What follows belongs to an exercise in optimizing a design on an open flow for small area, a short achievable clock period and few clock cycles per item; a production flow would make more cautious choices. The RTL was checked by simulation tests, not by an equivalence proof against the original design. Power figures rest on the tool's default switching activity, not on a simulated workload.

<file path="flow/design.v">
`timescale 1ns / 1ps
module blk_sum (
    input wire [7:0] a,
    input wire [7:0] b,
    output wire [7:0] s
);
  wire new_n25, new_n26, new_n27, new_n28, new_n29, new_n30, new_n31,
    new_n32, new_n33, new_n34, new_n35, new_n36, new_n37, new_n38, new_n39,
    new_n40, new_n41, new_n42, new_n43, new_n44, new_n45, new_n46, new_n47,
    new_n48, new_n49, new_n50, new_n51, new_n52, new_n53, new_n54, new_n56,
    new_n57, new_n58, new_n59, new_n60, new_n61, new_n62, new_n63, new_n64,
    new_n65, new_n66, new_n68, new_n69, new_n70, new_n71, new_n72, new_n73,
    new_n74, new_n76, new_n77, new_n78, new_n79, new_n80, new_n81, new_n82,
    new_n84, new_n85, new_n86, new_n88, new_n89, new_n91, new_n92, new_n94,
    new_n95;
  assign new_n25 = ~b[0]  & ~b[1] ;
  assign new_n26 = ~b[2]  & new_n25;
  assign new_n27 = b[3]  & ~new_n26;
  assign new_n28 = ~b[2]  & ~b[3] ;
  assign new_n29 = ~b[4]  & new_n28;
  assign new_n30 = ~b[6]  & ~b[7] ;
  assign new_n31 = ~new_n29 & new_n30;
  assign new_n32 = ~b[5]  & ~new_n31;
  assign new_n33 = b[6]  & ~b[7] ;
  assign new_n34 = ~b[4]  & ~b[6] ;
  assign new_n35 = b[5]  & ~new_n34;
  assign new_n36 = ~new_n33 & new_n35;
  assign new_n37 = ~new_n32 & ~new_n36;
  assign new_n38 = b[4]  & b[7] ;
  assign new_n39 = new_n25 & new_n28;
  assign new_n40 = ~new_n38 & new_n39;
  assign new_n41 = ~new_n37 & ~new_n40;
  assign new_n42 = ~new_n27 & ~new_n41;
  assign new_n43 = ~b[5]  & new_n34;
  assign new_n44 = b[5]  & b[7] ;
  assign new_n45 = b[4]  & ~b[7] ;
  assign new_n46 = ~new_n44 & ~new_n45;
  assign new_n47 = ~new_n43 & new_n46;
  assign new_n48 = ~new_n42 & ~new_n47;
  assign new_n49 = ~b[5]  & ~b[7] ;
  assign new_n50 = ~new_n44 & ~new_n49;
  assign new_n51 = new_n29 & new_n50;
  assign new_n52 = ~new_n48 & ~new_n51;
  assign new_n53 = a[0]  & ~new_n52;
  assign new_n54 = ~a[0]  & new_n52;
  assign s[0]  = ~new_n53 & ~new_n54;
  assign new_n56 = ~b[6]  & b[7] ;
  assign new_n57 = ~new_n49 & ~new_n56;
  assign new_n58 = ~new_n43 & ~new_n57;
  assign new_n59 = new_n29 & ~new_n56;
  assign new_n60 = ~new_n36 & new_n59;
  assign new_n61 = ~new_n58 & ~new_n60;
  assign new_n62 = a[1]  & new_n61;
  assign new_n63 = ~a[1]  & ~new_n61;
  assign new_n64 = ~new_n62 & ~new_n63;
  assign new_n65 = ~new_n53 & new_n64;
  assign new_n66 = new_n53 & ~new_n64;
  assign s[1]  = new_n65 | new_n66;
  assign new_n68 = ~new_n33 & ~new_n43;
  assign new_n69 = a[2]  & new_n68;
  assign new_n70 = ~a[2]  & ~new_n68;
  assign new_n71 = ~new_n69 & ~new_n70;
  assign new_n72 = ~new_n63 & ~new_n65;
  assign new_n73 = ~new_n71 & new_n72;
  assign new_n74 = new_n71 & ~new_n72;
  assign s[2]  = new_n73 | new_n74;
  assign new_n76 = ~new_n69 & ~new_n72;
  assign new_n77 = ~new_n70 & ~new_n76;
  assign new_n78 = ~a[3]  & new_n30;
  assign new_n79 = a[3]  & ~new_n30;
  assign new_n80 = ~new_n78 & ~new_n79;
  assign new_n81 = new_n77 & new_n80;
  assign new_n82 = ~new_n77 & ~new_n80;
  assign s[3]  = ~new_n81 & ~new_n82;
  assign new_n84 = ~new_n79 & ~new_n81;
  assign new_n85 = a[4]  & ~new_n84;
  assign new_n86 = ~a[4]  & new_n84;
  assign s[4]  = ~new_n85 & ~new_n86;
  assign new_n88 = a[5]  & new_n85;
  assign new_n89 = ~a[5]  & ~new_n85;
  assign s[5]  = ~new_n88 & ~new_n89;
  assign new_n91 = a[6]  & new_n88;
  assign new_n92 = ~a[6]  & ~new_n88;
  assign s[6]  = ~new_n91 & ~new_n92;
  assign new_n94 = ~a[7]  & ~new_n91;
  assign new_n95 = a[7]  & new_n91;
  assign s[7]  = ~new_n94 & ~new_n95;
endmodule
module blk_sqrt (
    input wire [7:0] x,
    output wire [3:0] y
);
  wire new_n13, new_n14, new_n15, new_n16, new_n17, new_n18, new_n19,
    new_n20, new_n21, new_n22, new_n23, new_n24, new_n25, new_n26, new_n27,
    new_n28, new_n29, new_n30, new_n31, new_n32, new_n34, new_n35, new_n36,
    new_n37, new_n38, new_n39, new_n41, new_n42, new_n43, new_n44, new_n45;
  assign new_n13 = ~x[0]  & ~x[1] ;
  assign new_n14 = ~x[2]  & new_n13;
  assign new_n15 = ~x[3]  & ~x[7] ;
  assign new_n16 = ~x[2]  & ~x[4] ;
  assign new_n17 = ~x[3]  & new_n16;
  assign new_n18 = ~new_n15 & ~new_n17;
  assign new_n19 = new_n14 & ~new_n18;
  assign new_n20 = x[3]  & ~new_n14;
  assign new_n21 = x[6]  & ~x[7] ;
  assign new_n22 = ~x[4]  & ~x[6] ;
  assign new_n23 = ~new_n21 & ~new_n22;
  assign new_n24 = x[5]  & ~new_n23;
  assign new_n25 = ~new_n20 & new_n24;
  assign new_n26 = ~x[4]  & ~x[7] ;
  assign new_n27 = ~x[5]  & new_n23;
  assign new_n28 = ~new_n26 & ~new_n27;
  assign new_n29 = ~new_n25 & new_n28;
  assign new_n30 = ~new_n19 & new_n29;
  assign new_n31 = ~x[5]  & ~x[7] ;
  assign new_n32 = ~x[3]  & ~new_n31;
  assign y[3]  = x[6]  | x[7] ;
  assign new_n34 = ~new_n14 & ~y[3] ;
  assign new_n35 = ~new_n32 & ~new_n34;
  assign new_n36 = x[5]  & ~new_n15;
  assign new_n37 = ~x[3]  & ~new_n16;
  assign new_n38 = ~new_n36 & ~new_n37;
  assign new_n39 = ~new_n35 & new_n38;
  assign y[0]  = new_n30 | new_n39;
  assign new_n41 = ~x[5]  & new_n22;
  assign new_n42 = ~x[6]  & x[7] ;
  assign new_n43 = ~new_n31 & ~new_n42;
  assign new_n44 = ~new_n41 & ~new_n43;
  assign new_n45 = new_n17 & ~new_n28;
  assign y[1]  = ~new_n44 & ~new_n45;
  assign y[2]  = ~new_n21 & ~new_n41;
endmodule
`timescale 1ns / 1ps
module topModule(
    input clock,
    input reset,
    input start,
    input [7:0] input_a,
    input [7:0] input_b,
    output reg done,
    output [7:0] result
);
wire [7:0] s;
wire [3:0] y;
reg  [7:0] sum_reg;
blk_sum u_sum(.a(input_a), .b(input_b), .s(s));
always @(posedge clock) begin
    done <= start & ~reset;
    sum_reg <= s;
end
blk_sqrt u_sqrt(.x(sum_reg), .y(y));
assign result = {4'd0, y};
endmodule
</file>
<file path="flow/flow/run.sh">
#!/bin/bash
# The standard layout with these changes:
#  - synthesis maps the logic with our own ABC script (flow/abc.script, area-oriented
#    mapping) instead of ORFS's, and leaves adders to ABC rather than mapping them to
#    full/half-adder cells first (MY_NO_FA). my_synth.tcl is synth_recipe.tcl with an abc
#    wrapper that swaps the script, so the rest of the synthesis (registers and their
#    names) is unchanged;
#  - the port buffers are sky130_fd_sc_hd__buf_1 instead of the slow clkdlybuf4s50_1 that
#    OpenROAD picks by default;
#  - the constant outputs share one tie cell, and CTS inserts no dummy load.
set -euo pipefail
here=$(pwd)
export MY_ABC_SCRIPT=$here/flow/abc.script
export MY_NO_FA=1
bash standard.sh finish \
  "SYNTH_SCRIPT=$here/flow/my_synth.tcl" \
  "BUFFER_PORTS_ARGS=-buffer_cell sky130_fd_sc_hd__buf_1" \
  "SKIP_REPAIR_TIE_FANOUT=1" \
  "CTS_ARGS=-sink_clustering_enable -repair_clock_nets -buf_list sky130_fd_sc_hd__clkbuf_2 -dont_use_dummy_load" > standard.log 2>&1
</file>
<file path="flow/flow/abc.script">
strash
dch -f
map -a
strash
dch -f
map -D 1500
topo
</file>
<file path="flow/flow/my_synth.tcl">
proc synth {args} { yosys synth -nofsm -noshare {*}$args }
# Technology mapping with our own ABC script and delay target (MY_ABC_SCRIPT, MY_ABC_D)
# instead of ORFS's; everything else in ORFS's synthesis is unchanged.
proc abc {args} {
  if {[info exists ::env(MY_ABC_SCRIPT)]} {
    set i [lsearch -exact $args -script]
    if {$i >= 0} { lset args [expr {$i + 1}] $::env(MY_ABC_SCRIPT) }
  }
  if {[info exists ::env(MY_ABC_D)]} {
    set i [lsearch -exact $args -D]
    if {$i >= 0} { lset args [expr {$i + 1}] $::env(MY_ABC_D) }
  }
  yosys abc {*}$args
}
# MY_NO_FA: leave adders to ABC instead of mapping them to full/half-adder cells first
if {[info exists ::env(MY_NO_FA)] && $::env(MY_NO_FA)} { set ::env(ADDER_MAP_FILE) "" }
source $::env(SCRIPTS_DIR)/synth.tcl
# left out here: clear keep_hierarchy, flatten, clean up, hide names made inside functions, write 1_2_yosys.v
</file>
<file path="flow/standard.sh">
#!/bin/bash
# synth_recipe.tcl (not shown) runs the flow's synth.tcl, then flattens the netlist and writes it again
# the make line also repeats each setting of config.mk as NAME=value (left out here)
make -C /OpenROAD-flow-scripts/flow DESIGN_CONFIG=/design/flow/config.mk WORK_HOME=/design/flow/orfs CLKGATE_MAP_FILE= SYNTH_SCRIPT=/design/flow/synth_recipe.tcl "${@:-finish}"
</file>
<file path="flow/config.mk">
export PLATFORM = sky130hd
export DESIGN_NAME = topModule
export DESIGN_NICKNAME = topModule
export VERILOG_FILES = /design/flow/design.v
export SDC_FILE = /design/flow/constraint.sdc
export NUM_CORES = 4
export LEC_CHECK = 0
export ABC_AREA = 1
export CAP_MARGIN = 20
export CORE_AREA = 2 2 68 68
export CTS_BUF_LIST = sky130_fd_sc_hd__clkbuf_2
export DIE_AREA = 0 0 70 70
export SLEW_MARGIN = 20
</file>
<file path="flow/constraint.sdc">
create_clock -name core_clock -period 10.0 [get_ports {clock}]
set_input_delay 2.0000 -clock core_clock [delete_from_list [all_inputs] [get_ports {clock}]]
set_output_delay 2.0000 -clock core_clock [all_outputs]
set_load 0.01 [all_outputs]
</file>
==> out/metrics.cfg, run 1 <==
[sta]
setup_slack_ns=6.328
rsz0062_at_grt=false
hold_viol=0
fin_crit_ns=3.672
max_freq_ghz=0.2723
tns_ns=0
period_share_pct=36.72
setup_viol_count_final=0
slew_viol_final=0

[synth]
yosys_register_bits=9
synthTopCellsByArea=dfxtp_1 30%, nand2_1 9.2%, o21ai_0 7.4%, clkinv_1 7.4%, xor2_1 7.2%
avgSynthCellArea_um2=6.710
synth_area_um2=610.6
yosys_warnings=1
netlist_instances=91
seq_area_frac_synth_pct=29.51
yosysUniqueCellTypes=21
synthesis.nets=110
yosys.area.top_type_share_pct=29.51
yosysTopAreaCell=dfxtp_1

[floorplanning]
die_h_um=70
coreArea_mm2=0.004264
initial_core_util_pct=14.32
core.rowCount=24
dieArea_mm2=0.004900
ioPinCount=28
die_x_um=70

[detailed_routing]
vias=611
route.detailed.drc=0
viasPerCell=3.703
wl_per_cell_um=7.345
routed_wirelength_um=1212
ant_nets=0
drt_iter0_markers=23
drt_first_pass_iters=4

[clock_network]
cts_hold_buffers=0
clock_sinks=9
cts_buffers=3
cts_setup_buffers=0
cts_tree=built
cts_resized=0
htree_levels=1
clkTransAtPathRegs_ns=0.07
ctsRootBufferMaster=clkbuf_2
clock_path_buffers=2

[layout]
antennaDiodeCount=0
fillers=506
stdcell_area_um2=747.0
layout-drive-gt1-share_pct=4.425
final_nets=134
syn_to_final_growth_pct=22.34
largest_reg_flops=8

[place]
placed_area_um2=732.0
place_ws_ns=6.074
io_buffers=23
place.gp.congestion=0.7735
dp_hpwl_um=1090

[global_route]
grt-ovfl-total=0
antenna_found_initial=0
grt_pass1_wl_um=2242
grt_start_max_net_pins=7
grt_usage_pct=5.391
grt_pass1_vias=588

[flow_run]
cap_violations=0

[critical_path]
worst-path-buf-inv=2
arrival_ns=3.83
cp-start-kind=primary input
worst-path-max-fanout=3
slowest_delay_ns=0.26
path_cells=buf_1, clkinv_1, nor2_1, nor3_1, nor2_1, nand2_1, a22oi_1, nor2_1, o21ai_0, nand2_1, nand3_1, nand2_1, and3_2, nand2_1, xnor2_1
cp-end-kind=flip-flop
worstPathRequired_ns=10.15
cpMostUsedCell=nand2_1
critPathKind=in2reg
cp_top_family=simple AND/OR/NAND/NOR gates
crit_path_top_delay_cell=o21ai_0

[min_path]
min_from=reset
min_to=done$_DFF_P_
min_path_cells=2
hold_class=in2reg

[pwr]
p_per_area_mw_per_mm2=128.8
p_leak_nw=0.2876
irDropWorstVdd_mv=0.02102

[status]
status=no timing/DRC/antenna violations

[metrics by stage]
stage | hold WS (ns) | cells | util [%] | total power [W]
finish | 1.922 | 165 | 17.52 | 0.00009621
CTS | 1.917 | 165 | 17.52 | 0.00009745
floorplan | 2.071 | 91 | - | 0.00007008
detailed placement | 2.162 | 162 | 17.17 | 0.00007927
global route | 1.915 | 165 | 17.52 | 0.0001060
global placement | 2.151 | 162 | 17.17 | 0.00007874
[worst max path at each step]
stage | start | end | slack, ns | depth (start not counted)
final | input_b[6] | sum_reg[7]$_DFF_P_ | 6.33 | 15
after global routing | input_b[6] | sum_reg[7]$_DFF_P_ | 6.02 | 15
after CTS | input_b[6] | sum_reg[7]$_DFF_P_ | 6.32 | 15
after detailed placement | input_b[6] | sum_reg[7]$_DFF_P_ | 6.07 | 15
after global placement | input_b[3] | sum_reg[6]$_DFF_P_ | 6.08 | 11
after floorplan | input_b[1] | sum_reg[6]$_DFF_P_ | 6.39 | 12
[Yosys cell counts]
library cell  number
nor2_1            11
dfxtp_1            9
and3_2             1
a31oi_1            1
o21ai_0            9
a21o_2             1
o22ai_1            1
conb_1             1
o31ai_1            1
a22oi_1            2
a21oi_1            4
xor2_1             5
a211oi_1           1
nand2_1           15
clkinv_1          12
nor3_1             5
o211ai_1           2
nand3_1            2
xnor2_1            3
o211a_1            1
buf_4              4
[routing by layer]
| metal | track usage [%] | vias to the layer above | wire length (um) |
|---|---|---|---|
| met5 | 0 | - | 0 |
| met4 | 3.205 | 0 | 0 |
| met3 | 0.4329 | 0 | 54 |
| met2 | 9.841 | 12 | 656 |
| met1 | 6.037 | 254 | 502 |
| li1 | - | 345 | - |
[cell families (layout without fill, tap and decap cells)]
family / after synthesis / count (layout) / share of synthesized area (%)
compound gates: 23 / 23 / 23.16
xor+xnor: 8 / 8 / 11.48
buf+inv: 16 / 38 / 12.29
flops: 9 / 9 / 29.51
other cells: 1 / 1 / 0.6142
simple gates: 34 / 34 / 22.95
[layout make-up]
cell class                 count  area (um^2)  share of cell area [%]
inverter                      12        45.04                   6.030
clock buffer                   3        15.01                   2.010
multi-input combinational     66        355.3                   47.57
timing repair buffer          23        86.33                   11.56
sequential                     9        180.2                   24.12
tap                           52        65.06                   8.710
[where the power goes]
part	leakage (nW)	internal [W]	switching (W)
Sequential	0.0758	0.0000416	0.00000392
Clock	0.0125	0.00000818	0.0000101
Combinational	0.199	0.0000133	0.0000191
[cell usage in the layout, fill, tap and decap left out, drive strengths merged]
cell type	Yosys	layout
a21oi	4	4
o211ai	2	2
o211a	1	1
a22oi	2	2
clkbuf	0	3
o21ai	9	9
a31oi	1	1
a21o	1	1
nor2	11	11
and3	1	1
nand3	2	2
nor3	5	5
nand2	15	15
conb	1	1
o22ai	1	1
xnor2	3	3
o31ai	1	1
xor2	5	5
clkinv	12	12
dfxtp	9	9
buf	4	23
a211oi	1	1
Testbench counts, summed over its fixed seeds: cycles 12,000, items 12,000.
==> run 2, diff against run 1 <==
==> flow/design.v (replaced) <==
`timescale 1ns / 1ps
module blk_sum (
    input wire [7:0] a,
    input wire [7:0] b,
    output wire [7:0] s
);
  wire new_n25, new_n26, new_n27, new_n28, new_n29, new_n30, new_n31,
    new_n32, new_n33, new_n34, new_n35, new_n36, new_n37, new_n38, new_n39,
    new_n40, new_n41, new_n42, new_n43, new_n44, new_n45, new_n46, new_n47,
    new_n48, new_n49, new_n50, new_n51, new_n52, new_n53, new_n55, new_n56,
    new_n57, new_n58, new_n59, new_n60, new_n61, new_n62, new_n63, new_n64,
    new_n65, new_n67, new_n68, new_n69, new_n70, new_n71, new_n72, new_n73,
    new_n74, new_n76, new_n77, new_n78, new_n79, new_n80, new_n81, new_n82,
    new_n84, new_n85, new_n86, new_n88, new_n89, new_n91, new_n92, new_n94,
    new_n95;
  assign new_n25 = ~b[0]  & ~b[1] ;
  assign new_n26 = ~b[2]  & new_n25;
  assign new_n27 = ~b[4]  & ~b[5] ;
  assign new_n28 = ~b[2]  & new_n27;
  assign new_n29 = ~b[3]  & ~new_n28;
  assign new_n30 = ~new_n26 & ~new_n29;
  assign new_n31 = ~b[3]  & new_n26;
  assign new_n32 = b[6]  & ~new_n31;
  assign new_n33 = ~b[5]  & ~b[7] ;
  assign new_n34 = b[5]  & b[7] ;
  assign new_n35 = ~b[4]  & new_n34;
  assign new_n36 = ~new_n33 & ~new_n35;
  assign new_n37 = ~new_n32 & ~new_n36;
  assign new_n38 = ~new_n30 & new_n37;
  assign new_n39 = b[5]  & b[6] ;
  assign new_n40 = ~new_n30 & new_n39;
  assign new_n41 = b[4]  & ~b[7] ;
  assign new_n42 = ~new_n31 & new_n41;
  assign new_n43 = ~new_n40 & new_n42;
  assign new_n44 = ~b[2]  & ~b[3] ;
  assign new_n45 = ~b[4]  & new_n44;
  assign new_n46 = ~new_n33 & new_n45;
  assign new_n47 = ~b[6]  & new_n27;
  assign new_n48 = ~new_n34 & ~new_n47;
  assign new_n49 = ~new_n46 & new_n48;
  assign new_n50 = ~new_n43 & new_n49;
  assign new_n51 = ~new_n38 & ~new_n50;
  assign new_n52 = ~a[0]  & ~new_n51;
  assign new_n53 = a[0]  & new_n51;
  assign s[0]  = ~new_n52 & ~new_n53;
  assign new_n55 = ~b[6]  & b[7] ;
  assign new_n56 = ~new_n33 & ~new_n55;
  assign new_n57 = ~new_n47 & ~new_n56;
  assign new_n58 = ~new_n34 & ~new_n55;
  assign new_n59 = new_n45 & new_n58;
  assign new_n60 = ~new_n57 & ~new_n59;
  assign new_n61 = ~a[1]  & ~new_n60;
  assign new_n62 = a[1]  & new_n60;
  assign new_n63 = ~new_n61 & ~new_n62;
  assign new_n64 = new_n53 & ~new_n63;
  assign new_n65 = ~new_n53 & new_n63;
  assign s[1]  = new_n64 | new_n65;
  assign new_n67 = b[6]  & ~b[7] ;
  assign new_n68 = ~new_n47 & ~new_n67;
  assign new_n69 = ~a[2]  & ~new_n68;
  assign new_n70 = a[2]  & new_n68;
  assign new_n71 = ~new_n69 & ~new_n70;
  assign new_n72 = ~new_n61 & ~new_n65;
  assign new_n73 = new_n71 & ~new_n72;
  assign new_n74 = ~new_n71 & new_n72;
  assign s[2]  = new_n73 | new_n74;
  assign new_n76 = ~b[6]  & ~b[7] ;
  assign new_n77 = a[3]  & ~new_n76;
  assign new_n78 = ~a[3]  & new_n76;
  assign new_n79 = ~new_n77 & ~new_n78;
  assign new_n80 = ~new_n69 & ~new_n73;
  assign new_n81 = ~new_n79 & ~new_n80;
  assign new_n82 = new_n79 & new_n80;
  assign s[3]  = ~new_n81 & ~new_n82;
  assign new_n84 = ~new_n77 & ~new_n82;
  assign new_n85 = a[4]  & ~new_n84;
  assign new_n86 = ~a[4]  & new_n84;
  assign s[4]  = ~new_n85 & ~new_n86;
  assign new_n88 = ~a[5]  & ~new_n85;
  assign new_n89 = a[5]  & new_n85;
  assign s[5]  = ~new_n88 & ~new_n89;
  assign new_n91 = ~a[6]  & ~new_n89;
  assign new_n92 = a[6]  & new_n89;
  assign s[6]  = ~new_n91 & ~new_n92;
  assign new_n94 = a[7]  & ~new_n92;
  assign new_n95 = ~a[7]  & new_n92;
  assign s[7]  = new_n94 | new_n95;
endmodule
module blk_sqrt (
    input wire [7:0] x,
    output wire [3:0] y
);
  wire new_n13, new_n14, new_n15, new_n16, new_n17, new_n18, new_n19,
    new_n20, new_n21, new_n22, new_n23, new_n24, new_n25, new_n26, new_n27,
    new_n28, new_n29, new_n30, new_n31, new_n32, new_n34, new_n35, new_n36,
    new_n37, new_n38, new_n39, new_n41, new_n42, new_n43, new_n44, new_n45;
  assign new_n13 = ~x[0]  & ~x[1] ;
  assign new_n14 = ~x[2]  & new_n13;
  assign new_n15 = ~x[3]  & ~x[7] ;
  assign new_n16 = ~x[2]  & ~x[4] ;
  assign new_n17 = ~x[3]  & new_n16;
  assign new_n18 = ~new_n15 & ~new_n17;
  assign new_n19 = new_n14 & ~new_n18;
  assign new_n20 = x[3]  & ~new_n14;
  assign new_n21 = x[6]  & ~x[7] ;
  assign new_n22 = ~x[4]  & ~x[6] ;
  assign new_n23 = ~new_n21 & ~new_n22;
  assign new_n24 = x[5]  & ~new_n23;
  assign new_n25 = ~new_n20 & new_n24;
  assign new_n26 = ~x[4]  & ~x[7] ;
  assign new_n27 = ~x[5]  & new_n23;
  assign new_n28 = ~new_n26 & ~new_n27;
  assign new_n29 = ~new_n25 & new_n28;
  assign new_n30 = ~new_n19 & new_n29;
  assign new_n31 = ~x[5]  & ~x[7] ;
  assign new_n32 = ~x[3]  & ~new_n31;
  assign y[3]  = x[6]  | x[7] ;
  assign new_n34 = ~new_n14 & ~y[3] ;
  assign new_n35 = ~new_n32 & ~new_n34;
  assign new_n36 = x[5]  & ~new_n15;
  assign new_n37 = ~x[3]  & ~new_n16;
  assign new_n38 = ~new_n36 & ~new_n37;
  assign new_n39 = ~new_n35 & new_n38;
  assign y[0]  = new_n30 | new_n39;
  assign new_n41 = ~x[5]  & new_n22;
  assign new_n42 = ~x[6]  & x[7] ;
  assign new_n43 = ~new_n31 & ~new_n42;
  assign new_n44 = ~new_n41 & ~new_n43;
  assign new_n45 = new_n17 & ~new_n28;
  assign y[1]  = ~new_n44 & ~new_n45;
  assign y[2]  = ~new_n21 & ~new_n41;
endmodule
`timescale 1ns / 1ps
module topModule(
    input clock,
    input reset,
    input start,
    input [7:0] input_a,
    input [7:0] input_b,
    output reg done,
    output [7:0] result
);
wire [7:0] s;
wire [3:0] y;
reg  [7:0] sum_reg;
blk_sum u_sum(.a(input_a), .b(input_b), .s(s));
always @(posedge clock) begin
    done <= start & ~reset;
    sum_reg <= s;
end
blk_sqrt u_sqrt(.x(sum_reg), .y(y));
assign result = {4'd0, y};
endmodule
==> run 2 against run 1 <==
Against the previous run: still clean on timing, DRC and antenna; core utilization is 0.26 points higher; highest routed layer is now met4; count of clock-buffer cells in the layout stayed put; critical endpoint is now sum_reg[6]$_DFF_P_; worst setup slack better by 0.10 ns; wire length is 0.66% higher; critical path depth is 1 lower; final cell count is 3.6% higher.
==> out/metrics.cfg, run 2 <==
[status]
status=no timing/DRC/antenna violations  ; unchanged

[critical_path]
crit_cells=14  ; was 15
critPathKind=in2reg  ; unchanged
slowest_delay_ns=0.31  ; was 0.26 ns
cp-start-kind=primary input  ; unchanged
worst-path-max-fanout=3  ; unchanged
worstPathRequired_ns=10.12  ; was 10.15 ns
cp-end-kind=flip-flop  ; unchanged
arrival_ns=3.69  ; was 3.83 ns
cp_top_family=simple AND/OR/NAND/NOR gates  ; unchanged
crit_path_top_delay_cell=nor3_1  ; was o21ai_0
path_cells=buf_1, nor3_1, o21bai_1, nand3_1, a31o_2, nand3_1, nand2_1, nand2_1, nand3_1, nand3_1, nand2_1, nand2_1, nor2_1, xor2_1  ; was buf_1, clkinv_1, nor2_1, nor3_1, nor2_1, nand2_1, a22oi_1, nor2_1, o21ai_0, nand2_1, nand3_1, nand2_1, and3_2, nand2_1, xnor2_1
worst-path-buf-inv=1  ; was 2

[min_path]
hold_class=in2reg  ; unchanged
min_path_cells=2  ; unchanged

[sta]
rsz0062_at_grt=false  ; unchanged
hold_viol=0  ; unchanged
setup_viol_count_final=0  ; unchanged
fin_crit_ns=3.568  ; was 3.672 ns
period_share_pct=35.68  ; was 36.72%
slew_viol_final=0  ; unchanged
holdWs_ns=1.904  ; was 1.922 ns
max_freq_ghz=0.2802  ; was 0.2723 GHz
tns_ns=0  ; unchanged

[floorplanning]
initial_core_util_pct=14.58  ; was 14.32%
die_h_um=70  ; unchanged
dieArea_mm2=0.004900  ; unchanged
die_x_um=70  ; unchanged
core.rowCount=24  ; unchanged
ioPinCount=28  ; unchanged
coreArea_mm2=0.004264  ; unchanged

[synth]
synthesis.nets=116  ; was 110
seq_area_frac_synth_pct=28.97  ; was 29.51%
synth_flop_cell=dfxtp_1  ; unchanged
yosys.area.top_type_share_pct=28.97  ; was 29.51%
synthArstFlopShare_pct=0  ; unchanged
synthTopCellsByCount=20 x nand2_1, 12 x nor2_1, 11 x clkinv_1  ; was 15 x nand2_1, 12 x clkinv_1, 11 x nor2_1
yosysTopAreaCell=dfxtp_1  ; unchanged
yosys_register_bits=9  ; unchanged
synthTopCellsByArea=dfxtp_1 29%, nand2_1 12%, nor2_1 7.2%, clkinv_1 6.6%, nand3_1 6.4%  ; was dfxtp_1 30%, nand2_1 9.2%, o21ai_0 7.4%, clkinv_1 7.4%, xor2_1 7.2%
synth_area_um2=621.8  ; was 610.6 um^2
yosysUniqueCellTypes=21  ; unchanged
netlist_instances=97  ; was 91
yosys_warnings=1  ; unchanged
synth_edf_count=0  ; unchanged
yosysMostFrequentCell=nand2_1  ; unchanged
avgSynthCellArea_um2=6.411  ; was 6.710 um^2

[layout]
final_cell_mix=23 x buf_1, 20 x nand2_1, 12 x nor2_1  ; was 23 x buf_1, 15 x nand2_1, 12 x clkinv_1
syn_to_final_growth_pct=21.93  ; was 22.34%
antennaDiodeCount=0  ; unchanged
final_nets=140  ; was 134
layout-drive-gt1-share_pct=5.042  ; was 4.425%
final_common_cell=buf_1  ; unchanged
largest_reg_flops=8  ; unchanged

[flow_run]
cap_violations=0  ; unchanged

[clock_network]
cts_buffers=3  ; unchanged
ctsRootBufferMaster=clkbuf_2  ; unchanged
clock_path_buffers=2  ; unchanged
clkTransAtPathRegs_ns=0.08  ; was 0.07 ns
htree_levels=1  ; unchanged
cts_hold_buffers=0  ; unchanged
cts_resized=0  ; unchanged
clock_sinks=9  ; unchanged
cts_setup_buffers=0  ; unchanged
cts_tree=built  ; unchanged

[global_route]
grt_usage_pct=4.858  ; was 5.391%
grt-ovfl-total=0  ; unchanged
antenna_found_initial=0  ; unchanged
grt_start_max_net_pins=8  ; was 7
grt_pass1_wl_um=1918  ; was 2242 um
grt_pass1_vias=517  ; was 588

[pwr]
p_leak_nw=0.2981  ; was 0.2876 nW
p_per_area_mw_per_mm2=127.6  ; was 128.8 mW/mm^2
irDropWorstVdd_mv=0.02612  ; was 0.02102 mV

[place]
place.gp.congestion=0.7131  ; was 0.7735
io_buffers=23  ; unchanged
dp_hpwl_um=1136  ; was 1090 um

[detailed_routing]
route.detailed.drc=0  ; unchanged
ant_nets=0  ; unchanged
drt_iter0_markers=29  ; was 23
wl_per_cell_um=7.135  ; was 7.345 um
drt_first_pass_iters=2  ; was 4
viasPerCell=3.772  ; was 3.703
routed_wirelength_um=1220  ; was 1212 um
vias=645  ; was 611

## run 2: changes by cell type in the layout (fill, tap and decap cells not counted), sizes merged, moves of 2 or more
cell / before / now
nand2: 15 / 20
nand3: 2 / 8
or2: 0 / 2
o21ai: 9 / 7
xor2: 5 / 2
a22oi: 2 / 0
## run 2: cell type report
type                            count  area [um^2]
Fill cell                         499         3506
Multi-Input combinational cell     73        370.4
Sequential cell                     9        180.2
Timing Repair Buffer               23        86.33
Tap cell                           52        65.06
Inverter                           11        41.29
Clock buffer                        3        15.01
## run 2: power by group
part	leakage (nW)	switching [W]	internal (W)
clock network	0.0125	0.00000980	0.00000816
registers	0.0758	0.00000376	0.0000415
logic	0.210	0.0000197	0.0000138
total	0.298	0.0000333	0.0000634
## run 2: kinds of logic (layout without fill, tap and decap cells)
group / count (synthesis) / after routing / share of synthesized area, %
buffers and inverters: 15 / 37 / 11.47
other: 1 / 1 / 0.6030
flip-flops: 9 / 9 / 28.97
AND/OR/NAND/NOR: 47 / 47 / 31.79
AO/OA/AOI/OAI: 19 / 19 / 18.72
XOR/XNOR: 6 / 6 / 8.451
## run 2: worst paths after layout
path       start                 end  slack [ns]
max   input_b[1]  sum_reg[6]$_DFF_P_        6.43
min        reset        done$_DFF_P_        1.90
## run 2: metrics by stage
step | setup slack (ns) | util, % | total power, W | cells | cell area [um^2]
after floorplan | 6.451 | - | 0.00007088 | 97 | 621.8
after global placement | 6.146 | 17.43 | 0.00007999 | 168 | 743.2
after detailed placement | 6.146 | 17.43 | 0.00008019 | 168 | 743.2
after CTS | 6.409 | 17.78 | 0.00009850 | 171 | 758.2
after global routing | 6.190 | 17.78 | 0.0001038 | 171 | 758.2
final | 6.432 | 17.78 | 0.00009673 | 171 | 758.2
## run 2: metal layers
layer / global-route usage [%] / routed length, um
met5: 0 / 0
met4: 3.846 / 30
met3: 0.8658 / 63
met2: 8.783 / 639
met1: 4.829 / 487
Testbench counts of run 2, summed over its fixed seeds: cycles 12,000, items 12,000.
==> run 3, diff against run 2 <==
==> flow/design.v (replaced) <==
`timescale 1ns / 1ps
module blk_sum (
    input wire [7:0] a,
    input wire [7:0] b,
    output wire [7:0] s
);
  wire new_n25, new_n26, new_n27, new_n28, new_n29, new_n30, new_n31,
    new_n32, new_n33, new_n34, new_n35, new_n36, new_n37, new_n38, new_n39,
    new_n40, new_n41, new_n42, new_n43, new_n44, new_n45, new_n46, new_n47,
    new_n48, new_n49, new_n50, new_n51, new_n52, new_n53, new_n54, new_n55,
    new_n56, new_n58, new_n59, new_n60, new_n61, new_n62, new_n63, new_n64,
    new_n65, new_n67, new_n68, new_n69, new_n70, new_n71, new_n72, new_n73,
    new_n74, new_n76, new_n77, new_n78, new_n79, new_n80, new_n81, new_n82,
    new_n84, new_n85, new_n86, new_n88, new_n89, new_n91, new_n92, new_n94,
    new_n95;
  assign new_n25 = b[4]  & b[5] ;
  assign new_n26 = b[6]  & ~new_n25;
  assign new_n27 = ~b[6]  & new_n25;
  assign new_n28 = ~new_n26 & ~new_n27;
  assign new_n29 = b[3]  & ~new_n28;
  assign new_n30 = ~b[0]  & ~b[1] ;
  assign new_n31 = ~b[2]  & new_n30;
  assign new_n32 = ~new_n29 & new_n31;
  assign new_n33 = b[5]  & b[7] ;
  assign new_n34 = ~b[5]  & ~b[6] ;
  assign new_n35 = ~b[4]  & ~new_n34;
  assign new_n36 = ~b[7]  & ~new_n35;
  assign new_n37 = ~new_n33 & ~new_n36;
  assign new_n38 = ~b[2]  & ~b[4] ;
  assign new_n39 = new_n34 & new_n38;
  assign new_n40 = ~b[3]  & ~new_n39;
  assign new_n41 = new_n28 & new_n40;
  assign new_n42 = ~new_n37 & ~new_n41;
  assign new_n43 = ~new_n32 & new_n42;
  assign new_n44 = ~b[5]  & ~b[7] ;
  assign new_n45 = ~b[3]  & ~new_n33;
  assign new_n46 = ~b[6]  & b[7] ;
  assign new_n47 = new_n38 & ~new_n46;
  assign new_n48 = new_n45 & new_n47;
  assign new_n49 = ~new_n44 & new_n48;
  assign new_n50 = ~b[4]  & new_n34;
  assign new_n51 = ~new_n25 & ~new_n50;
  assign new_n52 = b[7]  & ~new_n51;
  assign new_n53 = ~new_n49 & ~new_n52;
  assign new_n54 = ~new_n43 & new_n53;
  assign new_n55 = a[0]  & ~new_n54;
  assign new_n56 = ~a[0]  & new_n54;
  assign s[0]  = ~new_n55 & ~new_n56;
  assign new_n58 = ~new_n44 & ~new_n46;
  assign new_n59 = ~new_n50 & ~new_n58;
  assign new_n60 = ~new_n48 & ~new_n59;
  assign new_n61 = a[1]  & new_n60;
  assign new_n62 = ~a[1]  & ~new_n60;
  assign new_n63 = ~new_n61 & ~new_n62;
  assign new_n64 = new_n55 & ~new_n63;
  assign new_n65 = ~new_n55 & new_n63;
  assign s[1]  = new_n64 | new_n65;
  assign new_n67 = b[6]  & ~b[7] ;
  assign new_n68 = ~new_n50 & ~new_n67;
  assign new_n69 = a[2]  & new_n68;
  assign new_n70 = ~a[2]  & ~new_n68;
  assign new_n71 = ~new_n69 & ~new_n70;
  assign new_n72 = ~new_n62 & ~new_n65;
  assign new_n73 = ~new_n71 & ~new_n72;
  assign new_n74 = new_n71 & new_n72;
  assign s[2]  = ~new_n73 & ~new_n74;
  assign new_n76 = ~b[6]  & ~b[7] ;
  assign new_n77 = a[3]  & ~new_n76;
  assign new_n78 = ~a[3]  & new_n76;
  assign new_n79 = ~new_n77 & ~new_n78;
  assign new_n80 = ~new_n69 & ~new_n74;
  assign new_n81 = new_n79 & new_n80;
  assign new_n82 = ~new_n79 & ~new_n80;
  assign s[3]  = new_n81 | new_n82;
  assign new_n84 = ~new_n78 & ~new_n81;
  assign new_n85 = a[4]  & new_n84;
  assign new_n86 = ~a[4]  & ~new_n84;
  assign s[4]  = ~new_n85 & ~new_n86;
  assign new_n88 = a[5]  & new_n85;
  assign new_n89 = ~a[5]  & ~new_n85;
  assign s[5]  = ~new_n88 & ~new_n89;
  assign new_n91 = a[6]  & new_n88;
  assign new_n92 = ~a[6]  & ~new_n88;
  assign s[6]  = ~new_n91 & ~new_n92;
  assign new_n94 = ~a[7]  & ~new_n91;
  assign new_n95 = a[7]  & new_n91;
  assign s[7]  = ~new_n94 & ~new_n95;
endmodule
module blk_sqrt (
    input wire [7:0] x,
    output wire [3:0] y
);
  wire new_n13, new_n14, new_n15, new_n16, new_n17, new_n18, new_n19,
    new_n20, new_n21, new_n22, new_n23, new_n24, new_n25, new_n26, new_n27,
    new_n28, new_n29, new_n30, new_n31, new_n32, new_n34, new_n35, new_n36,
    new_n37, new_n38, new_n39, new_n41, new_n42, new_n43, new_n44, new_n45;
  assign new_n13 = ~x[0]  & ~x[1] ;
  assign new_n14 = ~x[2]  & new_n13;
  assign new_n15 = ~x[3]  & ~x[7] ;
  assign new_n16 = ~x[2]  & ~x[4] ;
  assign new_n17 = ~x[3]  & new_n16;
  assign new_n18 = ~new_n15 & ~new_n17;
  assign new_n19 = new_n14 & ~new_n18;
  assign new_n20 = x[3]  & ~new_n14;
  assign new_n21 = x[6]  & ~x[7] ;
  assign new_n22 = ~x[4]  & ~x[6] ;
  assign new_n23 = ~new_n21 & ~new_n22;
  assign new_n24 = x[5]  & ~new_n23;
  assign new_n25 = ~new_n20 & new_n24;
  assign new_n26 = ~x[4]  & ~x[7] ;
  assign new_n27 = ~x[5]  & new_n23;
  assign new_n28 = ~new_n26 & ~new_n27;
  assign new_n29 = ~new_n25 & new_n28;
  assign new_n30 = ~new_n19 & new_n29;
  assign new_n31 = ~x[5]  & ~x[7] ;
  assign new_n32 = ~x[3]  & ~new_n31;
  assign y[3]  = x[6]  | x[7] ;
  assign new_n34 = ~new_n14 & ~y[3] ;
  assign new_n35 = ~new_n32 & ~new_n34;
  assign new_n36 = x[5]  & ~new_n15;
  assign new_n37 = ~x[3]  & ~new_n16;
  assign new_n38 = ~new_n36 & ~new_n37;
  assign new_n39 = ~new_n35 & new_n38;
  assign y[0]  = new_n30 | new_n39;
  assign new_n41 = ~x[5]  & new_n22;
  assign new_n42 = ~x[6]  & x[7] ;
  assign new_n43 = ~new_n31 & ~new_n42;
  assign new_n44 = ~new_n41 & ~new_n43;
  assign new_n45 = new_n17 & ~new_n28;
  assign y[1]  = ~new_n44 & ~new_n45;
  assign y[2]  = ~new_n21 & ~new_n41;
endmodule
`timescale 1ns / 1ps
module topModule(
    input clock,
    input reset,
    input start,
    input [7:0] input_a,
    input [7:0] input_b,
    output reg done,
    output [7:0] result
);
wire [7:0] s;
wire [3:0] y;
reg  [7:0] sum_reg;
blk_sum u_sum(.a(input_a), .b(input_b), .s(s));
always @(posedge clock) begin
    done <= start & ~reset;
    sum_reg <= s;
end
blk_sqrt u_sqrt(.x(sum_reg), .y(y));
assign result = {4'd0, y};
endmodule
==> flow/flow/abc.script (replaced) <==
strash
dch -f
map -a
strash
dch -f
map -D 1300
topo
==> run 3 against run 2 <==
Against the previous run: core utilization is 0.12 points lower; synthesized area down 0.80%; wire length grew 1.9%; sequential share of layout area is 0.16 points higher; critical path type unchanged; fmax fell by 1.3%; worst hold slack better by 0.020 ns; global-route usage up 0.54 points; via count up 0.62%; cell area shrank 0.66%; clock power up 2%; synthesized cell count is 5.2% lower; power hardly changed.
==> out/metrics.cfg, run 3 <==
[layout]
antennaDiodeCount=0  ; unchanged
largest_reg_flops=8  ; unchanged
final_nets=135  ; was 140
syn_to_final_growth_pct=22.11  ; was 21.93%
layout-drive-gt1-share_pct=4.386  ; was 5.042%
utilization_pct=17.66  ; was 17.78%
final_common_cell=buf_1  ; unchanged
final_cell_mix=23 x buf_1, 14 x nor2_1, 12 x nand2_1  ; was 23 x buf_1, 20 x nand2_1, 12 x nor2_1
stdcell_area_um2=753.2  ; was 758.2 um^2

[critical_path]
arrival_ns=3.74  ; was 3.69 ns
startpoint=input_b[7]  ; was input_b[1]
crit_end=sum_reg[6]$_DFF_P_  ; unchanged
worstPathRequired_ns=10.12  ; about the same
worst-path-max-fanout=5  ; was 3
cp-start-kind=primary input  ; unchanged
critPathKind=in2reg  ; unchanged
cp-end-kind=flip-flop  ; unchanged

[synth]
yosys_register_bits=9  ; unchanged
synth_flop_cell=dfxtp_1  ; unchanged
seq_area_frac_synth_pct=29.21  ; was 28.97%
synthTopCellsByCount=14 x nor2_1, 12 x nand2_1, 11 x clkinv_1  ; was 20 x nand2_1, 12 x nor2_1, 11 x clkinv_1
yosysTopAreaCell=dfxtp_1  ; unchanged
synth_area_um2=616.8  ; was 621.8 um^2
yosysUniqueCellTypes=24  ; was 21
synthArstFlopShare_pct=0  ; unchanged
yosys.area.top_type_share_pct=29.21  ; was 28.97%
avgSynthCellArea_um2=6.705  ; was 6.411 um^2
synthesis.nets=111  ; was 116
netlist_instances=92  ; was 97
synth_edf_count=0  ; unchanged
synthTopCellsByArea=dfxtp_1 29%, nor2_1 8.5%, nand2_1 7.3%, xor2_1 7.1%, clkinv_1 6.7%  ; was dfxtp_1 29%, nand2_1 12%, nor2_1 7.2%, clkinv_1 6.6%, nand3_1 6.4%
yosysMostFrequentCell=nor2_1  ; was nand2_1
yosys_warnings=1  ; unchanged

[global_route]
grt_pass1_wl_um=2194  ; was 1918 um
antenna_found_initial=0  ; unchanged
grt-ovfl-total=0  ; unchanged
grt_start_max_net_pins=8  ; unchanged
grt_usage_pct=5.394  ; was 4.858%
grt_pass1_vias=575  ; was 517

[place]
io_buffers=23  ; unchanged
dp_hpwl_um=1105  ; was 1136 um
place.gp.congestion=0.7623  ; was 0.7131
placed_area_um2=738.2  ; was 743.2 um^2

[detailed_routing]
wl_per_cell_um=7.488  ; was 7.135 um
drt_first_pass_iters=4  ; was 2
routed_wirelength_um=1243  ; was 1220 um
vias=649  ; was 645
route.detailed.drc=0  ; unchanged
viasPerCell=3.910  ; was 3.772
ant_nets=0  ; unchanged
drt_iter0_markers=19  ; was 29

[min_path]
min_from=reset  ; unchanged
hold_class=in2reg  ; unchanged

[clock_network]
cts_setup_buffers=0  ; unchanged
cts_hold_buffers=0  ; unchanged
clkTransAtPathRegs_ns=0.07  ; was 0.08 ns
htree_levels=1  ; unchanged
cts_buffers=3  ; unchanged
clock_path_buffers=2  ; unchanged
cts_tree=built  ; unchanged
clock_sinks=9  ; unchanged
cts_resized=0  ; unchanged
ctsRootBufferMaster=clkbuf_2  ; unchanged

[pwr]
p_per_area_mw_per_mm2=128.5  ; was 127.6 mW/mm^2
finalPower_w=0.00009682  ; was 0.00009673 W
irDropWorstVdd_mv=0.02781  ; was 0.02612 mV
p_leak_nw=0.2791  ; was 0.2981 nW

[floorplanning]
die_x_um=70  ; unchanged
core.rowCount=24  ; unchanged
coreArea_mm2=0.004264  ; unchanged
die_h_um=70  ; unchanged
dieArea_mm2=0.004900  ; unchanged
ioPinCount=28  ; unchanged
initial_core_util_pct=14.47  ; was 14.58%

[sta]
hold_viol=0  ; unchanged
fin_crit_ns=3.617  ; was 3.568 ns
holdWs_ns=1.924  ; was 1.904 ns
rsz0062_at_grt=false  ; unchanged
tns_ns=0  ; unchanged
setup_viol_count_final=0  ; unchanged
slew_viol_final=0  ; unchanged
max_freq_ghz=0.2765  ; was 0.2802 GHz
period_share_pct=36.17  ; was 35.68%

[status]
status=no timing/DRC/antenna violations  ; unchanged

[flow_run]
cap_violations=0  ; unchanged

run 3: cell types whose count changed in the layout (fill, tap and decap cells not counted), sizes merged, moves of 2 or more:
cell | before | now
nand2 | 20 | 12
nand3 | 8 | 2
a21oi | 4 | 8
xor2 | 2 | 5
nor2 | 12 | 14
or2 | 2 | 0
xnor2 | 4 | 2
run 3: power breakdown:
part	internal (W)	switching, W	total, W
registers	0.0000416	0.00000376	0.0000454
logic	0.0000134	0.0000196	0.0000330
clock network	0.00000818	0.0000103	0.0000184
total	0.0000632	0.0000336	0.0000968
run 3: metal layers:
| layer | GRT usage, % | wire [um] | up-vias |
|---|---|---|---|
| met4 | 3.846 | 32 | 0 |
| li1 | - | - | 357 |
| met2 | 8.783 | 567 | 21 |
| met3 | 1.010 | 79 | 4 |
| met1 | 6.310 | 563 | 267 |
| met5 | 0 | 0 | - |
run 3: worst min-delay path by stage:
stage | endpoint | slack, ns | cells past startpoint
floorplan | done$_DFF_P_ | 2.07 | 1
global placement | done$_DFF_P_ | 2.15 | 2
detailed placement | done$_DFF_P_ | 2.16 | 2
CTS | done$_DFF_P_ | 1.92 | 2
global route | done$_DFF_P_ | 1.92 | 2
finish | done$_DFF_P_ | 1.92 | 2
run 3: cells by family (layout without fill, tap and decap cells):
family                    count (synthesis)  after routing  share of synthesized area (%)
buffers and inverters                    15             37                          11.56
and+or+nand+nor                          34             34                          22.92
DFF                                       9              9                          29.21
other                                     1              1                         0.6079
AOI/OAI and AO/OA                        26             26                          25.77
xor gates and xnor gates                  7              7                          9.939
run 3: final cells by class:
type                            count  area, um^2
Clock buffer                        3       15.01
Fill cell                         504        3511
Inverter                           11       41.29
Multi-Input combinational cell     68       365.4
Sequential cell                     9       180.2
Tap cell                           52       65.06
Timing Repair Buffer               23       86.33
run 3: per-stage QoR:
stage,instances,setup slack [ns]
6_report,166,6.383
3_5_place_dp,163,6.182
3_3_place_gp,163,6.238
4_1_cts,166,6.425
2_1_floorplan,92,6.540
5_1_grt,166,6.046
run 3: critical path: stages:
cell	delay, ns
buf_1	0.14
clkinv_1	0.16
o2111ai_1	0.27
o21ai_0	0.19
xor2_1	0.24
nand2_1	0.10
nand3_1	0.11
nand3_1	0.14
and3_2	0.23
a21oi_1	0.12
nor2_1	0.05
Testbench counts of run 3, summed over its fixed seeds: cycles 12,000, items 12,000.
==> run 4, diff against run 3 <==
==> flow/flow/abc.script (replaced) <==
strash
dch -f
map -a
strash
dch -f
map -D 1400
topo
==> run 4 against run 3 <==
Against the previous run: sequential cell count unchanged; non-clock buffer count did not move; cell area increased by 0.83%; via count up 0.92%; critical path depth grew 3; synthesized area up 1.0%; largest power group unchanged.
==> out/metrics.cfg, run 4 <==
[status]
status=no timing/DRC/antenna violations  ; unchanged

[synth]
yosys.area.top_type_share_pct=28.92  ; was 29.21%
yosysTopAreaCell=dfxtp_1  ; unchanged
yosys_warnings=1  ; unchanged
synth_area_um2=623.1  ; was 616.8 um^2
avgSynthCellArea_um2=6.559  ; was 6.705 um^2
synthArstFlopShare_pct=0  ; unchanged
yosysUniqueCellTypes=20  ; was 24
netlist_instances=95  ; was 92
synth_flop_cell=dfxtp_1  ; unchanged
synth_edf_count=0  ; unchanged
synthesis.nets=114  ; was 111
yosys_register_bits=9  ; unchanged
seq_area_frac_synth_pct=28.92  ; was 29.21%
synthTopCellsByCount=14 x nand2_1, 14 x nor2_1, 12 x clkinv_1  ; was 14 x nor2_1, 12 x nand2_1, 11 x clkinv_1
synthTopCellsByArea=dfxtp_1 29%, nand2_1 8.4%, nor2_1 8.4%, clkinv_1 7.2%, o21ai_0 6.4%  ; was dfxtp_1 29%, nor2_1 8.5%, nand2_1 7.3%, xor2_1 7.1%, clkinv_1 6.7%

[place]
place_ws_ns=6.176  ; was 6.182 ns
place.gp.congestion=0.8472  ; was 0.7623
dp_hpwl_um=1141  ; was 1105 um
io_buffers=23  ; unchanged
dpl.cell_count=166  ; was 163
placed_area_um2=744.5  ; was 738.2 um^2

[min_path]
min_to=done$_DFF_P_  ; unchanged
min_path_cells=2  ; unchanged
hold_class=in2reg  ; unchanged
min_from=reset  ; unchanged

[clock_network]
cts_setup_buffers=0  ; unchanged
cts_buffers=3  ; unchanged
cts_hold_buffers=0  ; unchanged
cts_tree=built  ; unchanged
htree_levels=1  ; unchanged
clock_path_buffers=2  ; unchanged
clock_sinks=9  ; unchanged
ctsRootBufferMaster=clkbuf_2  ; unchanged
cts_resized=0  ; unchanged
clkTransAtPathRegs_ns=0.07  ; about the same

[layout]
regArea_um2=180.2  ; unchanged
final_cells=169  ; was 166
fillers=504  ; unchanged
syn_to_final_growth_pct=21.89  ; was 22.11%
final_common_cell=buf_1  ; unchanged
final_nets=138  ; was 135
stdcell_area_um2=759.5  ; was 753.2 um^2
final_cell_mix=23 x buf_1, 14 x nor2_1, 14 x nand2_1  ; was 23 x buf_1, 14 x nor2_1, 12 x nand2_1
multi_input_area_um2=367.9  ; was 365.4 um^2
largest_reg_flops=8  ; unchanged
layout-drive-gt1-share_pct=4.274  ; was 4.386%
antennaDiodeCount=0  ; unchanged

[detailed_routing]
ant_nets=0  ; unchanged
vias=655  ; was 649
route.detailed.drc=0  ; unchanged
wl_per_cell_um=7.598  ; was 7.488 um
drt_iter0_markers=12  ; was 19
wl_met3_um=64  ; was 79 um
top_layer=met4  ; unchanged
viasPerCell=3.876  ; was 3.910
routed_wirelength_um=1284  ; was 1243 um
wl_met1_um=577  ; was 563 um
met2_length_um=627  ; was 567 um
drt_first_pass_iters=4  ; unchanged

[sta]
rsz0062_at_grt=false  ; unchanged
setup_slack_ns=6.434  ; was 6.383 ns
period_share_pct=35.66  ; was 36.17%
hold_viol=0  ; unchanged
slew_viol_final=0  ; unchanged
setup_viol_count_final=0  ; unchanged
tns_ns=0  ; unchanged
fin_crit_ns=3.566  ; was 3.617 ns
max_freq_ghz=0.2805  ; was 0.2765 GHz

[pwr]
p_comb_share_pct=35.2  ; was 34.1%
swShare_pct=35.19  ; was 34.74%
p_per_area_mw_per_mm2=128.8  ; was 128.5 mW/mm^2
p_clk_share_pct=18.4  ; was 19.0%
intPower_w=0.00006341  ; was 0.00006318 W
irDropWorstVdd_mv=0.02082  ; was 0.02781 mV
seq_power_share_pct=46.4  ; was 46.9%
p_leak_nw=0.2864  ; was 0.2791 nW
finalPower_w=0.00009784  ; was 0.00009682 W
power_switching_w=0.00003443  ; was 0.00003363 W

[global_route]
grt_usage_pct=5.606  ; was 5.394%
grt-ovfl-total=0  ; unchanged
grt_start_max_net_pins=7  ; was 8
grt_pass1_vias=613  ; was 575
antenna_found_initial=0  ; unchanged
grt_pass1_wl_um=2325  ; was 2194 um

[floorplanning]
die_x_um=70  ; unchanged
core.rowCount=24  ; unchanged
coreArea_mm2=0.004264  ; unchanged
die_h_um=70  ; unchanged
initial_core_util_pct=14.61  ; was 14.47%
ioPinCount=28  ; unchanged
dieArea_mm2=0.004900  ; unchanged

[critical_path]
worstPathRequired_ns=10.15  ; was 10.12 ns
cp-end-kind=flip-flop  ; unchanged
cpMostUsedCell=nand3_1  ; unchanged
worst-path-max-fanout=6  ; was 5
worst-path-buf-inv=3  ; was 2
cp_top_family=simple AND/OR/NAND/NOR gates  ; unchanged
slowest_delay_ns=0.29  ; was 0.27 ns
critPathKind=in2reg  ; unchanged
path_cells=buf_1, clkinv_1, o211ai_1, nor2_1, nor2_1, nand2_1, nand2_1, nand3_1, nand3_1, nand3_1, nand3_1, clkinv_1, nand2_1, xor2_1  ; was buf_1, clkinv_1, o2111ai_1, o21ai_0, xor2_1, nand2_1, nand3_1, nand3_1, and3_2, a21oi_1, nor2_1
crit_path_top_delay_cell=o211ai_1  ; was o2111ai_1
arrival_ns=3.72  ; was 3.74 ns
cp-start-kind=primary input  ; unchanged

[flow_run]
cap_violations=0  ; unchanged

## run 4: per-layer routing
layer / GRT usage (%) / up-vias
met4: 3.205 / 0
met3: 1.010 / 2
met1: 6.491 / 278
li1: - / 362
met5: 0 / -
met2: 9.630 / 13
## run 4: per-stage QoR
step / utilization [%] / hold slack (ns)
finish: 17.81 / 1.920
global route: 17.81 / 1.907
CTS: 17.81 / 1.902
detailed placement: 17.46 / 2.151
global placement: 17.46 / 2.150
floorplan: - / 2.071
## run 4: power by group through the flow
| stage | combinational (W) | sequential (W) | clock (W) |
|---|---|---|---|
| after floorplan | 0.0000255 | 0.0000454 | 0 |
| after global placement | 0.0000344 | 0.0000461 | 0 |
| after detailed placement | 0.0000348 | 0.0000462 | 0 |
| after CTS | 0.0000350 | 0.0000453 | 0.0000196 |
| after global routing | 0.0000397 | 0.0000459 | 0.0000204 |
| final | 0.0000344 | 0.0000454 | 0.0000180 |
## run 4: worst max-delay path by stage
stage	to	depth (start not counted)	startpoint	slack [ns]
final	sum_reg[6]$_DFF_P_	14	input_b[7]	6.43
after global routing	sum_reg[6]$_DFF_P_	14	input_b[7]	6.16
after CTS	sum_reg[6]$_DFF_P_	14	input_b[7]	6.43
after detailed placement	sum_reg[6]$_DFF_P_	14	input_b[7]	6.18
after global placement	sum_reg[6]$_DFF_P_	14	input_b[7]	6.19
after floorplan	sum_reg[6]$_DFF_P_	13	input_b[7]	6.63
## run 4: logic make-up after synthesis
| family | share of synthesized area [%] |
|---|---|
| simple gates | 24.90 |
| compound gates | 23.70 |
| buf+inv | 12.05 |
| flops | 28.92 |
| xor+xnor | 9.840 |
| other cells | 0.6018 |
## run 4: layout make-up
class | instances | share of cell area (%)
timing repair buffer | 23 | 11.37
inverter | 12 | 5.931
multi-input combinational | 70 | 48.43
clock buffer | 3 | 1.977
sequential | 9 | 23.72
tap | 52 | 8.567
==> run 5, diff against run 4 <==
==> flow/flow/abc.script (replaced) <==
strash
dch -f
map -a
strash
dch -f
map -D 1250
topo
==> run 5 against run 4 <==
Against the previous run: non-clock buffer count stayed put; wire length decreased by 2.7%; fmax increased by 1.3%; sequential cell count unchanged; sequential power is 2% higher; core utilization is 0.15 points lower; largest cell class unchanged; via count is 3.5% lower; final cell count fell by 3.0%; count of clock-buffer cells in the layout did not move; still clean; global-route usage decreased by 0.36 points; worst setup slack gained 0.047 ns; cell area shrank 0.82%.
==> out/metrics.cfg, run 5 <==
[sta]
setup_viol_count_final=0  ; unchanged
setup_slack_ns=6.482  ; was 6.434 ns
max_freq_ghz=0.2842  ; was 0.2805 GHz
tns_ns=0  ; unchanged
slew_viol_final=0  ; unchanged
hold_viol=0  ; unchanged
rsz0062_at_grt=false  ; unchanged
fin_crit_ns=3.518  ; was 3.566 ns
period_share_pct=35.18  ; was 35.66%

[critical_path]
arrival_ns=3.63  ; was 3.72 ns
worst-path-max-fanout=5  ; was 6
startpoint=input_b[7]  ; unchanged
worstPathRequired_ns=10.11  ; was 10.15 ns
cp-start-kind=primary input  ; unchanged
critPathKind=in2reg  ; unchanged
crit_end=sum_reg[7]$_DFF_P_  ; was sum_reg[6]$_DFF_P_
cp-end-kind=flip-flop  ; unchanged

[clock_network]
cts_setup_buffers=0  ; unchanged
cts_buffers=3  ; unchanged
cts_tree=built  ; unchanged
htree_levels=1  ; unchanged
ctsRootBufferMaster=clkbuf_2  ; unchanged
clock_sinks=9  ; unchanged
cts_hold_buffers=0  ; unchanged
cts_resized=0  ; unchanged
clkTransAtPathRegs_ns=0.06  ; was 0.07 ns
clock_path_buffers=2  ; unchanged

[synth]
yosysTopAreaCell=dfxtp_1  ; unchanged
synth_edf_count=0  ; unchanged
yosys.area.top_type_share_pct=29.21  ; was 28.92%
seq_area_frac_synth_pct=29.21  ; was 28.92%
yosysUniqueCellTypes=23  ; was 20
synthesis.nets=109  ; was 114
yosysMostFrequentCell=nand2_1
synth_flop_cell=dfxtp_1  ; unchanged
synthTopCellsByArea=dfxtp_1 29%, nand2_1 7.3%, xor2_1 7.1%, clkinv_1 6.7%, nor2_1 6.7%  ; was dfxtp_1 29%, nand2_1 8.4%, nor2_1 8.4%, clkinv_1 7.2%, o21ai_0 6.4%
netlist_instances=90  ; was 95
yosys_warnings=1  ; unchanged
synthArstFlopShare_pct=0  ; unchanged
yosys_register_bits=9  ; unchanged
synth_area_um2=616.8  ; was 623.1 um^2
avgSynthCellArea_um2=6.854  ; was 6.559 um^2
synthTopCellsByCount=12 x nand2_1, 11 x clkinv_1, 11 x nor2_1  ; was 14 x nand2_1, 14 x nor2_1, 12 x clkinv_1

[layout]
final_nets=133  ; was 138
largest_reg_flops=8  ; unchanged
antennaDiodeCount=0  ; unchanged
final_common_cell=buf_1  ; unchanged
syn_to_final_growth_pct=22.11  ; was 21.89%
layout-drive-gt1-share_pct=3.571  ; was 4.274%
utilization_pct=17.66  ; was 17.81%
final_cell_mix=23 x buf_1, 12 x nand2_1, 11 x clkinv_1, 11 x nor2_1, 9 x dfxtp_1  ; was 23 x buf_1, 14 x nor2_1, 14 x nand2_1

[pwr]
p_per_area_mw_per_mm2=130.7  ; was 128.8 mW/mm^2
p_leak_nw=0.2747  ; was 0.2864 nW
irDropWorstVdd_mv=0.02813  ; was 0.02082 mV
finalPower_w=0.00009845  ; was 0.00009784 W

[floorplanning]
die_h_um=70  ; unchanged
ioPinCount=28  ; unchanged
dieArea_mm2=0.004900  ; unchanged
die_x_um=70  ; unchanged
core.rowCount=24  ; unchanged
coreArea_mm2=0.004264  ; unchanged
initial_core_util_pct=14.47  ; was 14.61%

[min_path]
hold_class=in2reg  ; unchanged

[detailed_routing]
route.detailed.drc=0  ; unchanged
wl_per_cell_um=7.616  ; was 7.598 um
wl_met3_um=70  ; was 64 um
viasPerCell=3.854  ; was 3.876
wl_met1_um=589  ; was 577 um
met2_length_um=589  ; was 627 um
ant_nets=0  ; unchanged
routed_wirelength_um=1249  ; was 1284 um
vias=632  ; was 655
drt_first_pass_iters=4  ; unchanged
drt_iter0_markers=17  ; was 12
top_layer=met3  ; was met4

[global_route]
grt-ovfl-total=0  ; unchanged
grt_usage_pct=5.244  ; was 5.606%
grt_start_max_net_pins=8  ; was 7
grt_pass1_vias=536  ; was 613
antenna_found_initial=0  ; unchanged
grt_pass1_wl_um=2152  ; was 2325 um

[place]
io_buffers=23  ; unchanged
dp_hpwl_um=1096  ; was 1141 um
place_ws_ns=6.244  ; was 6.176 ns
place.gp.congestion=0.7664  ; was 0.8472

[flow_run]
cap_violations=0  ; unchanged

[status]
status=no timing/DRC/antenna violations  ; unchanged

## run 5: changes by cell type after synthesis, sizes merged
cell	previous run	this run
o211ai	2	1
nand2	14	12
xor2	3	5
nand4	0	2
o221ai	0	1
clkinv	12	11
nor2	14	11
nand3	7	3
a21o	2	1
o2111ai	0	1
nor3	3	4
## run 5: worst min path at each step
stage | from | to | slack (ns) | depth (start not counted)
floorplan | reset | done$_DFF_P_ | 2.07 | 1
global placement | reset | done$_DFF_P_ | 2.15 | 2
detailed placement | reset | done$_DFF_P_ | 2.16 | 2
CTS | reset | done$_DFF_P_ | 1.92 | 2
global route | reset | done$_DFF_P_ | 1.93 | 2
finish | reset | done$_DFF_P_ | 1.93 | 2
## run 5: power breakdown
part           internal, W  leakage (nW)  switching, W
clock network   0.00000817        0.0125    0.00000946
registers        0.0000420        0.0758    0.00000406
logic            0.0000143         0.186     0.0000204
## run 5: kinds of logic (layout without fill, tap and decap cells)
kind of cell              after synthesis  after routing  share of synthesized area [%]
other                                   1              1                         0.6079
xor gates and xnor gates                9              9                          12.78
AOI/OAI and AO/OA                      24             24                          24.14
buffers and inverters                  15             37                          11.56
and+or+nand+nor                        32             32                          21.70
DFF                                     9              9                          29.21
## run 5: area by class of cell
class                      count  area, um^2
fill                         505        3511
multi-input combinational     66       365.4
sequential                     9       180.2
timing repair buffer          23       86.33
tap                           52       65.06
inverter                      11       41.29
clock buffer                   3       15.01
## run 5: per-stage QoR
step	hold slack, ns	cell area, um^2	cells
2_1_floorplan	2.071	616.8	90
5_1_grt	1.930	753.2	164
6_report	1.927	753.2	164
4_1_cts	1.918	753.2	164
3_3_place_gp	2.151	738.2	161
3_5_place_dp	2.159	738.2	161
## run 5: layer usage
metal / global-route usage, % / vias up
met4: 3.846 / 0
li1: - / 346
met2: 8.466 / 17
met1: 6.486 / 269
met5: 0 / -
met3: 0.4329 / 0
## run 5: worst max-delay path: stages
cell and delay (ns):
buf_1 0.15, clkinv_1 0.16, o2111ai_1 0.25, o21ai_0 0.18
xor2_1 0.22, nand2_1 0.10, nand3_1 0.09, nand3_1 0.13
nand3_1 0.14, clkinv_1 0.09, nand4_1 0.07, nand2_1 0.05

-- port drivers added, routing unchanged --
The results above use ideal ports. As a check the final layouts listed here were re-extracted and re-timed, cells and wires unchanged. Step 1 sets driving cells, clkbuf_16 on the clock port and buf_2 on the other inputs (assumed; they add their load-dependent delay and slew). Step 2 moves the port delays by t, midway between the first and last clock arrival at a register: inputs arrive t later, outputs are due t later. That takes back most of the time a late clock gives input paths. Slacks: no drivers / after step 1 / after step 2; pairs: no drivers / after step 1.
| run | t (ns) | slack for setup (ns) | worst setup path after step 2 | worst data-port slew with drivers (ns) | pins driven straight from the clock port |
|---|---|---|---|---|---|
| run 1 | 0.239 | 6.328 / 6.321 / 6.082 | input to register | 0.03 | 1 |
| run 2 | 0.239 | 6.432 / 6.428 / 6.189 | input to register | 0.04 | 1 |
| run 3 | 0.243 | 6.383 / 6.372 / 6.128 | input to register | 0.04 | 1 |
| run 4 | 0.236 | 6.434 / 6.422 / 6.185 | input to register | 0.03 | 1 |
| run 5 | 0.234 | 6.482 / 6.475 / 6.241 | input to register | 0.04 | 1 |
After both steps every run listed still meets setup and hold. The setup slack of run 3, which loses most, moves by -0.011 ns with the drivers and by -0.255 ns with both steps.
